From an optimization exercise on the open Yosys and OpenROAD flow, aimed at small area, a short achievable clock period and few clock cycles; shortcuts taken in it are not production practice. Only simulation tests tie the RTL to the original design; equivalence was not proved.

<file path="flow/design.v">
`timescale 1ns / 1ps
`default_nettype none
/*verilator lint_off UNUSEDPARAM*/
module lif #(
    parameter integer INPUT_WIDTH   = 16,            
    parameter integer VMEM_WIDTH    = 16,            
    parameter integer THRESH_WIDTH  = 16,            
    parameter integer LEAK_WIDTH    = 16,            
    parameter integer REFRAC_WIDTH  = 4              
) (
    input  wire clk,
    input  wire rst_n,
    input  wire [THRESH_WIDTH-1:0]  cfg_threshold,        
    input  wire [LEAK_WIDTH-1:0]    cfg_leak,             
    input  wire [VMEM_WIDTH-1:0]    cfg_reset_potential,  
    input  wire [REFRAC_WIDTH-1:0]  cfg_refractory,       
    input  wire [INPUT_WIDTH-1:0]        synaptic_input,
    input  wire                          input_valid,      
    input  wire                          update_en,        
    output reg                           spike_out,        
    output reg  [VMEM_WIDTH-1:0]         vmem_out,         
    output wire                          in_refractory     
);
    localparam [15:0] FP16_ZERO     = 16'h0000;   
    localparam [15:0] FP16_NEG_ZERO = 16'h8000;   
    reg [VMEM_WIDTH-1:0] vmem;               
    reg [REFRAC_WIDTH-1:0] refrac_cnt;       
    assign in_refractory = (refrac_cnt != 0);
    function [15:0] fp16_add;
        input [15:0] a;
        input [15:0] b;
        reg        sign_a, sign_b;
        reg [4:0]  exp_a, exp_b;
        reg [9:0]  mant_a, mant_b;
        reg        a_is_zero, b_is_zero;
        reg [4:0]  exp_diff;
        reg        a_larger;
        reg [11:0] full_mant_a, full_mant_b;
        reg [11:0] mant_large, mant_small;
        reg        sign_large, sign_small;
        reg [4:0]  result_exp;
        reg        effective_sub;
        reg [12:0] mant_sum;
        reg        result_sign;
        reg [12:0] mant_abs;
        reg [11:0] mant_norm;
        reg [5:0]  exp_adj;
        reg [9:0]  final_mant;
        reg [4:0]  final_exp;
        begin
            sign_a = a[15];
            sign_b = b[15];
            exp_a  = a[14:10];
            exp_b  = b[14:10];
            mant_a = a[9:0];
            mant_b = b[9:0];
            a_is_zero = (exp_a == 5'd0) && (mant_a == 10'd0);
            b_is_zero = (exp_b == 5'd0) && (mant_b == 10'd0);
            if (a_is_zero && b_is_zero) begin
                fp16_add = FP16_ZERO;
            end else if (a_is_zero) begin
                fp16_add = b;
            end else if (b_is_zero) begin
                fp16_add = a;
            end else begin
                if (exp_a == 5'd0) begin
                    full_mant_a = {1'b0, mant_a, 1'b0};   
                end else begin
                    full_mant_a = {1'b1, mant_a, 1'b0};   
                end
                if (exp_b == 5'd0) begin
                    full_mant_b = {1'b0, mant_b, 1'b0};   
                end else begin
                    full_mant_b = {1'b1, mant_b, 1'b0};   
                end
                if (exp_a > exp_b) begin
                    a_larger = 1'b1;
                end else if (exp_a < exp_b) begin
                    a_larger = 1'b0;
                end else begin
                    a_larger = (full_mant_a >= full_mant_b);
                end
                if (a_larger) begin
                    exp_diff   = (exp_a == 5'd0 ? 5'd1 : exp_a) - (exp_b == 5'd0 ? 5'd1 : exp_b);
                    mant_large = full_mant_a;
                    mant_small = (exp_diff > 5'd11) ? 12'd0 : (full_mant_b >> exp_diff);
                    sign_large = sign_a;
                    sign_small = sign_b;
                    result_exp = exp_a;
                end else begin
                    exp_diff   = (exp_b == 5'd0 ? 5'd1 : exp_b) - (exp_a == 5'd0 ? 5'd1 : exp_a);
                    mant_large = full_mant_b;
                    mant_small = (exp_diff > 5'd11) ? 12'd0 : (full_mant_a >> exp_diff);
                    sign_large = sign_b;
                    sign_small = sign_a;
                    result_exp = exp_b;
                end
                effective_sub = sign_large ^ sign_small;
                if (effective_sub) begin
                    mant_sum = {1'b0, mant_large} - {1'b0, mant_small};
                    result_sign = sign_large;
                end else begin
                    mant_sum = {1'b0, mant_large} + {1'b0, mant_small};
                    result_sign = sign_large;
                end
                mant_abs = mant_sum;
                if (mant_abs == 13'd0) begin
                    fp16_add = FP16_ZERO;
                end else begin
                    if (mant_abs[12]) begin
                        mant_norm = mant_abs[12:1];
                        exp_adj = {1'b0, result_exp} + 6'd1;
                    end else if (mant_abs[11]) begin
                        mant_norm = mant_abs[11:0];
                        exp_adj = {1'b0, result_exp};
                    end else if (mant_abs[10]) begin
                        mant_norm = {mant_abs[10:0], 1'b0};
                        exp_adj = {1'b0, result_exp} - 6'd1;
                    end else if (mant_abs[9]) begin
                        mant_norm = {mant_abs[9:0], 2'b0};
                        exp_adj = {1'b0, result_exp} - 6'd2;
                    end else if (mant_abs[8]) begin
                        mant_norm = {mant_abs[8:0], 3'b0};
                        exp_adj = {1'b0, result_exp} - 6'd3;
                    end else if (mant_abs[7]) begin
                        mant_norm = {mant_abs[7:0], 4'b0};
                        exp_adj = {1'b0, result_exp} - 6'd4;
                    end else if (mant_abs[6]) begin
                        mant_norm = {mant_abs[6:0], 5'b0};
                        exp_adj = {1'b0, result_exp} - 6'd5;
                    end else if (mant_abs[5]) begin
                        mant_norm = {mant_abs[5:0], 6'b0};
                        exp_adj = {1'b0, result_exp} - 6'd6;
                    end else if (mant_abs[4]) begin
                        mant_norm = {mant_abs[4:0], 7'b0};
                        exp_adj = {1'b0, result_exp} - 6'd7;
                    end else if (mant_abs[3]) begin
                        mant_norm = {mant_abs[3:0], 8'b0};
                        exp_adj = {1'b0, result_exp} - 6'd8;
                    end else if (mant_abs[2]) begin
                        mant_norm = {mant_abs[2:0], 9'b0};
                        exp_adj = {1'b0, result_exp} - 6'd9;
                    end else if (mant_abs[1]) begin
                        mant_norm = {mant_abs[1:0], 10'b0};
                        exp_adj = {1'b0, result_exp} - 6'd10;
                    end else begin
                        mant_norm = {mant_abs[0], 11'b0};
                        exp_adj = {1'b0, result_exp} - 6'd11;
                    end
                    final_mant = mant_norm[10:1];
                    if (exp_adj[5]) begin
                        fp16_add = FP16_ZERO;
                    end else if (exp_adj == 6'd0) begin
                        fp16_add = {result_sign, 5'd0, final_mant};
                    end else if (exp_adj >= 6'd31) begin
                        fp16_add = {result_sign, 5'b11111, 10'd0};
                    end else begin
                        final_exp = exp_adj[4:0];
                        fp16_add = {result_sign, final_exp, final_mant};
                    end
                end
            end
        end
    endfunction
    function [15:0] fp16_sub;
        input [15:0] a;
        input [15:0] b;
        reg [15:0] neg_b;
        begin
            neg_b = {~b[15], b[14:0]};
            fp16_sub = fp16_add(a, neg_b);
        end
    endfunction
    function fp16_gte;
        input [15:0] a;
        input [15:0] b;
        reg sign_a, sign_b;
        reg [4:0] exp_a, exp_b;
        reg [9:0] mant_a, mant_b;
        reg a_is_zero, b_is_zero;
        reg a_is_neg, b_is_neg;
        begin
            sign_a = a[15];
            sign_b = b[15];
            exp_a  = a[14:10];
            exp_b  = b[14:10];
            mant_a = a[9:0];
            mant_b = b[9:0];
            a_is_zero = (exp_a == 5'd0) && (mant_a == 10'd0);
            b_is_zero = (exp_b == 5'd0) && (mant_b == 10'd0);
            a_is_neg = sign_a && !a_is_zero;
            b_is_neg = sign_b && !b_is_zero;
            if (a_is_zero && b_is_zero) begin
                fp16_gte = 1'b1;
            end
            else if (!a_is_neg && b_is_neg) begin
                fp16_gte = 1'b1;
            end
            else if (a_is_neg && !b_is_neg) begin
                fp16_gte = 1'b0;
            end
            else if (!a_is_neg && !b_is_neg) begin
                if (exp_a > exp_b) begin
                    fp16_gte = 1'b1;
                end else if (exp_a < exp_b) begin
                    fp16_gte = 1'b0;
                end else begin
                    fp16_gte = (mant_a >= mant_b);
                end
            end
            else begin
                if (exp_a > exp_b) begin
                    fp16_gte = 1'b0;
                end else if (exp_a < exp_b) begin
                    fp16_gte = 1'b1;
                end else begin
                    fp16_gte = (mant_a <= mant_b);
                end
            end
        end
    endfunction
    function fp16_is_negative;
        input [15:0] a;
        reg [4:0] exp_a;
        reg [9:0] mant_a;
        begin
            exp_a = a[14:10];
            mant_a = a[9:0];
            fp16_is_negative = a[15] && !((exp_a == 5'd0) && (mant_a == 10'd0));
        end
    endfunction
    reg [15:0] vmem_after_leak;
    reg [15:0] vmem_after_input;
    always @(posedge clk) begin
        if (!rst_n) begin
            vmem <= FP16_ZERO;
            refrac_cnt <= {REFRAC_WIDTH{1'b0}};
            spike_out <= 1'b0;
        end else if (update_en) begin
            spike_out <= 1'b0;
            if (refrac_cnt != 0) begin
                refrac_cnt <= refrac_cnt - 1'b1;
            end else begin
                vmem_after_leak = fp16_sub(vmem, cfg_leak);
                if (fp16_is_negative(vmem_after_leak)) begin
                    vmem_after_leak = FP16_ZERO;
                end
                if (input_valid) begin
                    vmem_after_input = fp16_add(vmem_after_leak, synaptic_input);
                end else begin
                    vmem_after_input = vmem_after_leak;
                end
                if (fp16_is_negative(vmem_after_input)) begin
                    vmem_after_input = FP16_ZERO;
                end
                if (fp16_gte(vmem_after_input, cfg_threshold)) begin
                    spike_out <= 1'b1;
                    vmem <= cfg_reset_potential;
                    refrac_cnt <= cfg_refractory;
                end else begin
                    vmem <= vmem_after_input;
                end
            end
        end
    end
    always @(*) begin
        vmem_out = vmem;
    end
endmodule
`default_nettype wire
`timescale 1ns / 1ps
/*verilator lint_off WIDTHEXPAND*/
/*verilator lint_off UNUSEDPARAM*/
/*verilator lint_off UNUSEDSIGNAL*/
module processor #(
    parameter ROWS        = 256,       
    parameter SPIKES      = 16,        
    parameter PE_COUNT    = 16,        
    parameter WEIGHT_WIDTH = 16,       
    parameter ACC_WIDTH   = 16,        
    parameter NO_WIDTH    = 8,         
    parameter VMEM_WIDTH    = 16,      
    parameter THRESH_WIDTH  = 16,      
    parameter LEAK_WIDTH    = 16,      
    parameter REFRAC_WIDTH  = 4        
) (
    input  wire clk,
    input  wire rst_n,
    input  wire                        task_valid,
    output wire                        task_ready,
    input  wire [$clog2(ROWS)-1:0]     task_row_id,
    input  wire [$clog2(ROWS)-1:0]     task_prefix_id, 
    input  wire [SPIKES-1:0]           task_pattern,     
    output wire [$clog2(SPIKES*PE_COUNT)-1:0] weight_addr,     
    input  wire [WEIGHT_WIDTH-1:0] weight_data,               
    output wire                    weight_rd_en,
    output wire [$clog2(ROWS)-1:0]     output_rd_addr,
    output wire [$clog2(ROWS)-1:0]     output_wr_addr,
    input  wire [PE_COUNT*ACC_WIDTH-1:0] output_rd_data,
    output wire [PE_COUNT*ACC_WIDTH-1:0] output_wr_data,
    output wire                        output_wr_en,
    input  wire [THRESH_WIDTH-1:0]     cfg_threshold,         
    input  wire [LEAK_WIDTH-1:0]       cfg_leak,              
    input  wire [VMEM_WIDTH-1:0]       cfg_reset_potential,   
    input  wire [REFRAC_WIDTH-1:0]     cfg_refractory,        
    input  wire                        lif_enable,            
    input  wire                        timestep_end,          
    output wire [PE_COUNT-1:0]         spike_out,             
    output reg                         spike_valid,           
    input  wire [$clog2(PE_COUNT)-1:0] vmem_rd_idx,
    output wire [VMEM_WIDTH-1:0]       vmem_rd_data,
    output wire                        proc_busy,
    output wire                        proc_done
);
    localparam ST_IDLE       = 4'd0;
    localparam ST_LOAD_WEIGHTS = 4'd1;
    localparam ST_LOAD_PFX   = 4'd2;
    localparam ST_DECODE     = 4'd3;
    localparam ST_ACCUMULATE = 4'd4;
    localparam ST_CLEAR_BIT  = 4'd5;
    localparam ST_LIF_UPDATE = 4'd6;    
    localparam ST_WRITEBACK  = 4'd7;
    reg [3:0] state, next_state;
    reg [$clog2(ROWS)-1:0] current_row_id;
    reg [$clog2(ROWS)-1:0] current_prefix_id;
    reg [SPIKES-1:0] current_pattern;
    reg [SPIKES-1:0] pattern_working;   
    wire is_null_prefix;
    assign is_null_prefix = (current_prefix_id == current_row_id);
    reg [ACC_WIDTH-1:0] pe_partial_sum [0:PE_COUNT-1];
    reg [WEIGHT_WIDTH-1:0] pe_weight [0:PE_COUNT-1];   
    reg [WEIGHT_WIDTH-1:0] weight_buffer [0:PE_COUNT-1][0:SPIKES-1];  
    reg pe_accumulate_en;
    reg [$clog2(PE_COUNT)-1:0] weight_load_pe_idx;
    reg [$clog2(SPIKES)-1:0] weight_load_spike_idx;
    reg weight_loading;
    reg weights_loaded;
    reg [$clog2(PE_COUNT)-1:0] weight_store_pe_idx;
    reg [$clog2(SPIKES)-1:0] weight_store_spike_idx;
    reg weight_store_valid;
    reg [$clog2(SPIKES)-1:0] current_spike_idx;
    reg spike_valid_decode;
    wire pattern_empty;
    reg mac_accumulate;
    wire [PE_COUNT-1:0] lif_spike_out;
    wire [VMEM_WIDTH-1:0] lif_vmem_out [0:PE_COUNT-1];
    wire [PE_COUNT-1:0] lif_in_refractory;
    reg lif_update_en;
    reg lif_input_valid;
    reg [PE_COUNT*ACC_WIDTH-1:0] prefix_result;
    reg prefix_loaded;
    reg writeback_en;
    function [15:0] fp16_add;
        input [15:0] a;
        input [15:0] b;
        reg        sign_a, sign_b;
        reg [4:0]  exp_a, exp_b;
        reg [9:0]  mant_a, mant_b;
        reg        a_is_zero, b_is_zero;
        reg [4:0]  exp_diff;
        reg        a_larger;
        reg [11:0] full_mant_a, full_mant_b;   
        reg [11:0] mant_large, mant_small;
        reg        sign_large, sign_small;
        reg [4:0]  result_exp;
        reg        effective_sub;
        reg [12:0] mant_sum;       
        reg        result_sign;
        reg [12:0] mant_abs;
        reg [3:0]  lz;             
        reg [11:0] mant_norm;
        reg [5:0]  exp_adj;
        reg [9:0]  final_mant;
        reg [4:0]  final_exp;
        begin
            sign_a = a[15];
            sign_b = b[15];
            exp_a  = a[14:10];
            exp_b  = b[14:10];
            mant_a = a[9:0];
            mant_b = b[9:0];
            a_is_zero = (exp_a == 5'd0) && (mant_a == 10'd0);
            b_is_zero = (exp_b == 5'd0) && (mant_b == 10'd0);
            if (a_is_zero && b_is_zero) begin
                fp16_add = 16'h0000;
            end else if (a_is_zero) begin
                fp16_add = b;
            end else if (b_is_zero) begin
                fp16_add = a;
            end else begin
                if (exp_a == 5'd0) begin
                    full_mant_a = {1'b0, mant_a, 1'b0};   
                end else begin
                    full_mant_a = {1'b1, mant_a, 1'b0};   
                end
                if (exp_b == 5'd0) begin
                    full_mant_b = {1'b0, mant_b, 1'b0};   
                end else begin
                    full_mant_b = {1'b1, mant_b, 1'b0};   
                end
                if (exp_a > exp_b) begin
                    a_larger = 1'b1;
                end else if (exp_a < exp_b) begin
                    a_larger = 1'b0;
                end else begin
                    a_larger = (full_mant_a >= full_mant_b);
                end
                if (a_larger) begin
                    exp_diff   = (exp_a == 5'd0 ? 5'd1 : exp_a) - (exp_b == 5'd0 ? 5'd1 : exp_b);
                    mant_large = full_mant_a;
                    mant_small = (exp_diff > 5'd11) ? 12'd0 : (full_mant_b >> exp_diff);
                    sign_large = sign_a;
                    sign_small = sign_b;
                    result_exp = exp_a;
                end else begin
                    exp_diff   = (exp_b == 5'd0 ? 5'd1 : exp_b) - (exp_a == 5'd0 ? 5'd1 : exp_a);
                    mant_large = full_mant_b;
                    mant_small = (exp_diff > 5'd11) ? 12'd0 : (full_mant_a >> exp_diff);
                    sign_large = sign_b;
                    sign_small = sign_a;
                    result_exp = exp_b;
                end
                effective_sub = sign_large ^ sign_small;
                if (effective_sub) begin
                    mant_sum = {1'b0, mant_large} - {1'b0, mant_small};
                    result_sign = sign_large;
                end else begin
                    mant_sum = {1'b0, mant_large} + {1'b0, mant_small};
                    result_sign = sign_large;
                end
                mant_abs = mant_sum;
                if (mant_abs == 13'd0) begin
                    fp16_add = 16'h0000;
                end else begin
                    if (mant_abs[12]) begin
                        mant_norm = mant_abs[12:1];
                        exp_adj = {1'b0, result_exp} + 6'd1;
                    end else if (mant_abs[11]) begin
                        mant_norm = mant_abs[11:0];
                        exp_adj = {1'b0, result_exp};
                    end else if (mant_abs[10]) begin
                        mant_norm = {mant_abs[10:0], 1'b0};
                        exp_adj = {1'b0, result_exp} - 6'd1;
                    end else if (mant_abs[9]) begin
                        mant_norm = {mant_abs[9:0], 2'b0};
                        exp_adj = {1'b0, result_exp} - 6'd2;
                    end else if (mant_abs[8]) begin
                        mant_norm = {mant_abs[8:0], 3'b0};
                        exp_adj = {1'b0, result_exp} - 6'd3;
                    end else if (mant_abs[7]) begin
                        mant_norm = {mant_abs[7:0], 4'b0};
                        exp_adj = {1'b0, result_exp} - 6'd4;
                    end else if (mant_abs[6]) begin
                        mant_norm = {mant_abs[6:0], 5'b0};
                        exp_adj = {1'b0, result_exp} - 6'd5;
                    end else if (mant_abs[5]) begin
                        mant_norm = {mant_abs[5:0], 6'b0};
                        exp_adj = {1'b0, result_exp} - 6'd6;
                    end else if (mant_abs[4]) begin
                        mant_norm = {mant_abs[4:0], 7'b0};
                        exp_adj = {1'b0, result_exp} - 6'd7;
                    end else if (mant_abs[3]) begin
                        mant_norm = {mant_abs[3:0], 8'b0};
                        exp_adj = {1'b0, result_exp} - 6'd8;
                    end else if (mant_abs[2]) begin
                        mant_norm = {mant_abs[2:0], 9'b0};
                        exp_adj = {1'b0, result_exp} - 6'd9;
                    end else if (mant_abs[1]) begin
                        mant_norm = {mant_abs[1:0], 10'b0};
                        exp_adj = {1'b0, result_exp} - 6'd10;
                    end else begin
                        mant_norm = {mant_abs[0], 11'b0};
                        exp_adj = {1'b0, result_exp} - 6'd11;
                    end
                    final_mant = mant_norm[10:1];
                    if (exp_adj[5]) begin
                        fp16_add = 16'h0000;
                    end else if (exp_adj == 6'd0) begin
                        fp16_add = {result_sign, 5'd0, final_mant};
                    end else if (exp_adj >= 6'd31) begin
                        fp16_add = {result_sign, 5'b11111, 10'd0};
                    end else begin
                        final_exp = exp_adj[4:0];
                        fp16_add = {result_sign, final_exp, final_mant};
                    end
                end
            end
        end
    endfunction
    assign weight_addr = weight_loading ? (($clog2(SPIKES*PE_COUNT))'(weight_load_pe_idx) * SPIKES + ($clog2(SPIKES*PE_COUNT))'(weight_load_spike_idx)) : 
                                         {($clog2(SPIKES*PE_COUNT)){1'b0}};  
    assign weight_rd_en = weight_loading;  
    reg [$clog2(PE_COUNT)-1:0] weight_pipe_pe_idx;
    reg [$clog2(SPIKES)-1:0] weight_pipe_spike_idx;
    reg weight_pipe_valid;
    reg [WEIGHT_WIDTH-1:0] weight_data_reg;
    reg [WEIGHT_WIDTH-1:0] weight_data_reg2;
    always @(posedge clk) begin
        if (!rst_n) begin
            weight_data_reg <= {WEIGHT_WIDTH{1'b0}};
            weight_data_reg2 <= {WEIGHT_WIDTH{1'b0}};
            weight_pipe_pe_idx <= 0;
            weight_pipe_spike_idx <= 0;
            weight_pipe_valid <= 1'b0;
        end else begin
            weight_data_reg <= weight_data;
            weight_pipe_pe_idx <= weight_load_pe_idx;
            weight_pipe_spike_idx <= weight_load_spike_idx;
            weight_pipe_valid <= weight_loading;
            weight_data_reg2 <= weight_data_reg;
        end
    end
    always @(posedge clk) begin
        if (!rst_n) begin
            weight_loading <= 1'b0;
            weights_loaded <= 1'b0;
            weight_load_pe_idx <= 0;
            weight_load_spike_idx <= 0;
            weight_store_pe_idx <= 0;
            weight_store_spike_idx <= 0;
            weight_store_valid <= 1'b0;
        end else begin
            weight_store_pe_idx <= weight_pipe_pe_idx;
            weight_store_spike_idx <= weight_pipe_spike_idx;
            weight_store_valid <= weight_pipe_valid;
            if (weight_store_valid) begin
                weight_buffer[weight_store_pe_idx][weight_store_spike_idx] <= weight_data_reg;
            end
            if (state == ST_LOAD_WEIGHTS && !weights_loaded) begin
                if (weight_loading) begin
                    if (weight_load_spike_idx == ($clog2(SPIKES))'(SPIKES-1)) begin
                        weight_load_spike_idx <= 0;
                        if (weight_load_pe_idx == ($clog2(PE_COUNT))'(PE_COUNT-1)) begin
                            weight_load_pe_idx <= 0;
                            weight_loading <= 1'b0;
                            weights_loaded <= 1'b1;
                        end else begin
                            weight_load_pe_idx <= weight_load_pe_idx + 1;
                        end
                    end else begin
                        weight_load_spike_idx <= weight_load_spike_idx + 1;
                    end
                end else begin
                    weight_loading <= 1'b1;
                end
            end
        end
    end
    genvar i;
    generate
        for (i = 0; i < PE_COUNT; i = i + 1) begin : pe_array
            always @(*) begin
                if (spike_valid_decode)
                    pe_weight[i] = weight_buffer[i][current_spike_idx];
                else
                    pe_weight[i] = 16'h0000;   
            end
            wire [15:0] fp16_sum;
            assign fp16_sum = fp16_add(pe_partial_sum[i], pe_weight[i]);
            always @(posedge clk) begin
                if (!rst_n) begin
                    pe_partial_sum[i] <= 16'h0000;   
                end else if (state == ST_LOAD_PFX) begin
                    if (is_null_prefix) begin
                        pe_partial_sum[i] <= 16'h0000;   
                    end else begin
                        pe_partial_sum[i] <= output_rd_data[(i+1)*ACC_WIDTH-1:i*ACC_WIDTH];
                    end
                end else if (mac_accumulate && state != ST_CLEAR_BIT) begin
                    pe_partial_sum[i] <= fp16_sum;
                end
            end
            lif #(
                .INPUT_WIDTH  (ACC_WIDTH),
                .VMEM_WIDTH   (VMEM_WIDTH),
                .THRESH_WIDTH (THRESH_WIDTH),
                .LEAK_WIDTH   (LEAK_WIDTH),
                .REFRAC_WIDTH (REFRAC_WIDTH)
            ) u_lif (
                .clk                (clk),
                .rst_n              (rst_n),
                .cfg_threshold      (cfg_threshold),
                .cfg_leak           (cfg_leak),
                .cfg_reset_potential(cfg_reset_potential),
                .cfg_refractory     (cfg_refractory),
                .synaptic_input     (pe_partial_sum[i]),
                .input_valid        (lif_input_valid),
                .update_en          (lif_update_en),
                .spike_out          (lif_spike_out[i]),
                .vmem_out           (lif_vmem_out[i]),
                .in_refractory      (lif_in_refractory[i])
            );
        end
    endgenerate
    assign spike_out = lif_spike_out;
    assign vmem_rd_data = lif_vmem_out[vmem_rd_idx];
    integer bit_idx;
    always @(*) begin
        current_spike_idx = {$clog2(SPIKES){1'b0}};
        spike_valid_decode = 1'b0;
        for (bit_idx = 0; bit_idx < SPIKES; bit_idx = bit_idx + 1) begin
            if (pattern_working[bit_idx] && !spike_valid_decode) begin
                current_spike_idx = bit_idx[$clog2(SPIKES)-1:0];
                spike_valid_decode = 1'b1;
            end
        end
    end
    assign pattern_empty = (pattern_working == 0);
    assign output_rd_addr = current_prefix_id;   
    assign output_wr_addr = current_row_id;      
    genvar j;
    generate
        for (j = 0; j < PE_COUNT; j = j + 1) begin : output_pack
            assign output_wr_data[(j+1)*ACC_WIDTH-1:j*ACC_WIDTH] = pe_partial_sum[j];
        end
    endgenerate
    assign output_wr_en = writeback_en;
    always @(posedge clk) begin
        if (!rst_n) begin
            state <= ST_IDLE;
        end else begin
            state <= next_state;
        end
    end
    always @(*) begin
        next_state = state;
        case (state)
            ST_IDLE: begin
                if (task_valid) begin
                    next_state = weights_loaded ? ST_LOAD_PFX : ST_LOAD_WEIGHTS;
                end
            end
            ST_LOAD_WEIGHTS: begin
                if (weights_loaded) begin
                    next_state = ST_LOAD_PFX;
                end
            end
            ST_LOAD_PFX: begin
                next_state = ST_DECODE;
            end
            ST_DECODE: begin
                if (pattern_empty) begin
                    next_state = lif_enable ? ST_LIF_UPDATE : ST_WRITEBACK;
                end else if (spike_valid_decode) begin
                    next_state = ST_ACCUMULATE;
                end
            end
            ST_ACCUMULATE: begin
                next_state = ST_CLEAR_BIT;
            end
            ST_CLEAR_BIT: begin
                next_state = ST_DECODE;
            end
            ST_LIF_UPDATE: begin
                next_state = ST_WRITEBACK;
            end
            ST_WRITEBACK: begin
                next_state = ST_IDLE;
            end
            default: next_state = ST_IDLE;
        endcase
    end
    always @(posedge clk) begin
        if (!rst_n) begin
            current_row_id <= 0;
            current_prefix_id <= 0;
            current_pattern <= 0;
            pattern_working <= 0;
            prefix_result <= 0;
            prefix_loaded <= 1'b0;
            pe_accumulate_en <= 1'b0;
            writeback_en <= 1'b0;
            lif_update_en <= 1'b0;
            lif_input_valid <= 1'b0;
            spike_valid <= 1'b0;
            mac_accumulate <= 1'b0;
        end else begin
            lif_update_en <= 1'b0;
            lif_input_valid <= 1'b0;
            spike_valid <= 1'b0;
            case (state)
                ST_IDLE: begin
                    if (task_valid) begin
                        current_row_id <= task_row_id;
                        current_prefix_id <= task_prefix_id;
                        current_pattern <= task_pattern;
                        pattern_working <= task_pattern;
                        prefix_loaded <= 1'b0;
                    end
                    pe_accumulate_en <= 1'b0;
                    writeback_en <= 1'b0;
                end
                ST_LOAD_WEIGHTS: begin
                    pe_accumulate_en <= 1'b0;
                    writeback_en <= 1'b0;
                end
                ST_LOAD_PFX: begin
                    if (!prefix_loaded) begin
                        prefix_result <= output_rd_data;
                        prefix_loaded <= 1'b1;
                    end
                end
                ST_DECODE: begin
                    pe_accumulate_en <= 1'b0;
                    mac_accumulate <= 1'b0;   
                    if (spike_valid_decode && !pattern_empty) begin
                        mac_accumulate <= 1'b1;
                    end
                end
                ST_ACCUMULATE: begin
                    pe_accumulate_en <= 1'b1;
                end
                ST_CLEAR_BIT: begin
                    pe_accumulate_en <= 1'b0;
                    mac_accumulate <= 1'b0;   
                    if (current_spike_idx < SPIKES && pattern_working[current_spike_idx]) begin
                        pattern_working[current_spike_idx] <= 1'b0;
                    end
                end
                ST_LIF_UPDATE: begin
                    lif_update_en <= 1'b1;
                    lif_input_valid <= 1'b1;
                    spike_valid <= 1'b0;   
                end
                ST_WRITEBACK: begin
                    writeback_en <= 1'b1;
                    pe_accumulate_en <= 1'b0;
                    lif_update_en <= 1'b0;   
                    lif_input_valid <= 1'b0;
                    spike_valid <= lif_enable;   
                end
                default: begin
                    pe_accumulate_en <= 1'b0;
                    writeback_en <= 1'b0;
                end
            endcase
            if (timestep_end && lif_enable && state != ST_LIF_UPDATE) begin
                lif_update_en <= 1'b1;
                lif_input_valid <= 1'b0;   
            end
        end
    end
    assign task_ready = (state == ST_IDLE);
    assign proc_busy = (state != ST_IDLE);
    assign proc_done = (state == ST_WRITEBACK);
endmodule
</file>
<file path="flow/run.sh">
#!/bin/bash
# synth_recipe.tcl (not shown) runs the flow's synth.tcl, then flattens the netlist and writes it again
# the make line also repeats each setting of config.mk as NAME=value (left out here)
make -C /OpenROAD-flow-scripts/flow DESIGN_CONFIG=/design/flow/config.mk WORK_HOME=/design/flow/orfs CLKGATE_MAP_FILE= SYNTH_SCRIPT=/design/flow/synth_recipe.tcl finish
</file>
<file path="flow/config.mk">
export PLATFORM = sky130hd
export DESIGN_NAME = processor
export DESIGN_NICKNAME = processor
export VERILOG_FILES = /design/flow/design.v
export SDC_FILE = /design/flow/constraint.sdc
export NUM_CORES = 8
export LEC_CHECK = 0
export CAP_MARGIN = 20
export CORE_MARGIN = 2
export CORE_UTILIZATION = 40
export SETUP_SLACK_MARGIN = 2.0
export SLEW_MARGIN = 20
</file>
<file path="flow/constraint.sdc">
create_clock -name core_clock -period 28.0 [get_ports {clk}]
set_input_delay 5.6000 -clock core_clock [delete_from_list [all_inputs] [get_ports {clk}]]
set_output_delay 5.6000 -clock core_clock [all_outputs]
set_load 0.01 [all_outputs]
</file>
==> flow_summary.toml <==
[global_route]
grt_start_max_net_pins = 134
grt.overflow.total = 0
grt_pass1_vias = 414177
grt_use_total_pct = 39.24
antenna_found_initial = 307
wire_length_of_the_first_global_routing_pass_microns = 3250000

[route]
routed_wirelength_microns = 2351000
drt_drc_violations_left = 0
postRouteAntennaNets = 0
wire_per_inst_microns = 34.86
drt-vias-per-instance = 6.831
vias = 460618
drtIter0Drc = 69197
drt_pre_antenna_iters = 11

[placed_design]
place.detailed.hpwl_microns = 1750000
place_congestion = 1.071
placed_area_sq_mm = 0.4810
port_buffers = 682

[yosys]
synth_edf_count = 4096
syn_area_per_cell_sq_um = 8.691
synth.lib_cells_used.distinct = 151
yosys.cell_count.top_type = "nand2_1"
syn-instance-count = 51640
netlist_area_sq_mm = 0.4488
dominantRegCellSynth = "edfxtp_1"
synth_sequential_area_ratio_pct = 30.42
async_reset_ff_share_pct = 0
synthTopCellsByCount = "4704 x nand2_1, 4096 x edfxtp_1, 4024 x nor2_1"
synth.net_count = 54970
synth-warning-count = 6
yosysTopAreaCellShare_pct = 27.41
synth_top_cell_by_area = "edfxtp_1"
postSynthRegisterBits = 4772
netlist_top_cells_area = "edfxtp_1 27%, ha_1 7.9%, mux4_2 4.5%"

[critical_path]
worst_ep_required_time_ns = 29.09
worst_setup_path_end_kind = "register"
worstSetupStartpointType = "primary input"
critical_path_max_stage_delay_ns = 0.61
worst-r2r-setup-slack_ns = 6.30
timing.rr.end = "pe_array[3].u_lif.vmem[14]"
critical_path_maximum_fanout = 25
criticalPathCategory = "in -> reg"
worst_r2r_startpoint = "pe_array[3].u_lif.vmem[13]"
timing.critical_path.arrival_ns = 26.37
critPathSlowestCell = "or4_1"
r2r_cells = 82

[floorplan]
fp.dieW_microns = 1063
initial_utilization_pct = 40.06
die-area_sq_mm = 1.130
die-height_microns = 1063
placementRows = 389
floorplan.io_pins = 683
core_area_sq_mm = 1.120

[layout]
layout-drive-gt1-share_pct = 12.01
sequential_cell_area_sq_mm = 0.1366
leading_registers_by_flop_count = "weight_buffer x4096, pe_array.u_lif.vmem x256, pe_partial_sum x256"
syn_to_final_growth_pct = 12.05
multi_input_area_sq_mm = 0.2926
utilization_pct = 44.88
largest-register = "weight_buffer"
largest_register_ffs = 4096
final_cell_area_sq_mm = 0.5029
fillers = 109861
design.final.nets = 55217

[clocking]
worst_skew_pair.late_latency_ns = 1.18
cts_root_buf = "clkbuf_16"
tritoncts_clock_tree = "done"
cts-root-to-sink-buffers = 5
cts_buffers = 539
cts_max_level = 6
clk_pin_slew_ns = 0.06
cts.sinks = 4772
postCtsHoldBufs = 0

[timing]
max_freq_ghz = 0.03955
rsz0062_at_grt = "false"
timing.max_slew.rel_slack_pct = 7.482
worst_pin_slew_ns = 1.383
timing_hold_violations_final = 0
post_route_clock_period_utilization_pct = 90.30
tns_ns = 0
setup_viol = 0
timing_max_transition_violations_final = 0
finalWorstPathRequiredPeriod_ns = 25.28
skew_ns = 0.1251

[hold_path]
min_from = "weight_pipe_pe_idx[0]"
worstHoldEndpoint = "weight_store_pe_idx[0]"
min_delay_path_depth = 1
holdCritPathClass = "reg -> reg"

[outcome]
outcome = "finished clean"

[run]
maxCapViolCount = 0
## metrics by stage
stage / cells / hold slack (ns) / setup slack [ns]
final: 67435 / 0.4277 / 2.716
after global placement: 66070 / 0.4207 / -0.1505
after floorplan: 51640 / 0.4119 / 2.015
after CTS: 67046 / 0.4302 / 1.959
after global routing: 67255 / 0.4549 / 1.922
after detailed placement: 66076 / 0.4222 / 0.1691
## worst max-delay path by stage
stage	endpoint	from	slack, ns	depth (start not counted)
floorplan	pe_array[2].u_lif.refrac_cnt[3]	cfg_leak[11]	2.01	106
global placement	pe_array[0].u_lif.refrac_cnt[0]	cfg_leak[11]	-0.15	96
detailed placement	pe_array[11].u_lif.vmem[2]	cfg_leak[11]	0.17	95
CTS	pe_array[11].u_lif.vmem[2]	cfg_leak[11]	1.96	95
global route	pe_array[10].u_lif.vmem[13]	cfg_leak[11]	1.92	91
finish	pe_array[3].u_lif.vmem[14]	cfg_leak[11]	2.72	85
## logic make-up after synthesis
family / Yosys count / share of synthesized area [%]
xor+xnor: 2205 / 4.333
fa+ha+maj: 2965 / 8.507
mux: 2844 / 8.919
buf+inv: 5857 / 5.207
flops: 4772 / 30.42
simple gates: 15174 / 15.87
compound gates: 17823 / 26.75
## cell type report
type                    instances  share of cell area, %
repair buffers               3611                  5.841
clock buffers                 650                  2.813
repair inverters                1              0.0009952
multi-input cells           41018                  58.19
flip-flops and latches       4772                  27.16
well taps                   14858                  3.697
diodes                        265                 0.1319
inverters                    1944                  1.473
clock inverters               316                 0.6887
## worst max-delay path: cells and delay by family
family	cells	cell delay (ns)
compound gates	34	7.83
xor+xnor	3	0.60
fa+ha+maj	9	3.19
buf+inv	15	2.25
mux	3	1.09
simple gates	21	5.70
## cell usage in the layout (no fill, tap or decap), types with 413 or more instances in the layout
master | synthesis | final
a2111oi_0 | 545 | 523
a211o_1 | 498 | 494
a211oi_1 | 1278 | 1251
a21o_1 | 913 | 909
a21oi_1 | 3808 | 3753
a22oi_1 | 571 | 566
a31oi_1 | 911 | 886
and2_1 | 426 | 413
and3_1 | 703 | 699
buf_4 | 105 | 2874
clkbuf_16 | 0 | 548
clkdlybuf4s50_1 | 0 | 645
dfxtp_1 | 676 | 657
edfxtp_1 | 4096 | 4096
ha_1 | 2821 | 2812
inv_1 | 1815 | 1776
mux2i_1 | 1636 | 1627
mux4_2 | 892 | 892
nand2_1 | 4704 | 4677
nand2b_1 | 477 | 473
nand3_1 | 1406 | 1389
nand4_1 | 471 | 471
nor2_1 | 4024 | 3924
nor3_1 | 1165 | 1130
o211ai_1 | 683 | 683
o21ai_0 | 3662 | 3616
o22ai_1 | 441 | 433
o31ai_1 | 445 | 432
xnor2_1 | 1392 | 1346
xor2_1 | 795 | 766
## per-layer routing
| metal | share of wire (%) | GRT usage, % | vias up |
|---|---|---|---|
| li1 | - | - | 198673 |
| met1 | 40 | 52.62 | 225405 |
| met2 | 40 | 55.01 | 30577 |
| met3 | 13 | 12.43 | 5801 |
| met4 | 7.0 | 23.40 | 162 |
| met5 | 0.065 | 0.3310 | - |
## timing repair
action | 4_1_cts | 5_1_grt
pin swaps | 2 | 50
gates cloned | 0 | 9
endpoints found under the setup margin | 169 | 336
resized for setup | 55 | 495
setup buffers | 4 | 111
Testbench counts, summed over its fixed seeds: cycles 44,698.

## what the ideal ports hide
No port has a modelled driver above. Below, the same layout with a new extraction and two added sets of constraints. Step 1 assumes that a clkbuf_16 drives the clock port and a buf_2 every other input. Step 2 also shifts input and output timing later by t, the mid clock arrival at the registers, as if the neighbouring blocks saw the same clock. Slacks: no drivers / after step 1 / after step 2; pairs: no drivers / after step 1.
t, ns: 1.272
setup WS [ns]: 2.716 / 2.791 / 1.519
cell pins on the clock port's net: 1
After both steps this run still meets setup and hold. The setup slack of this run moves by +0.075 ns with the drivers and by -1.197 ns with both steps.
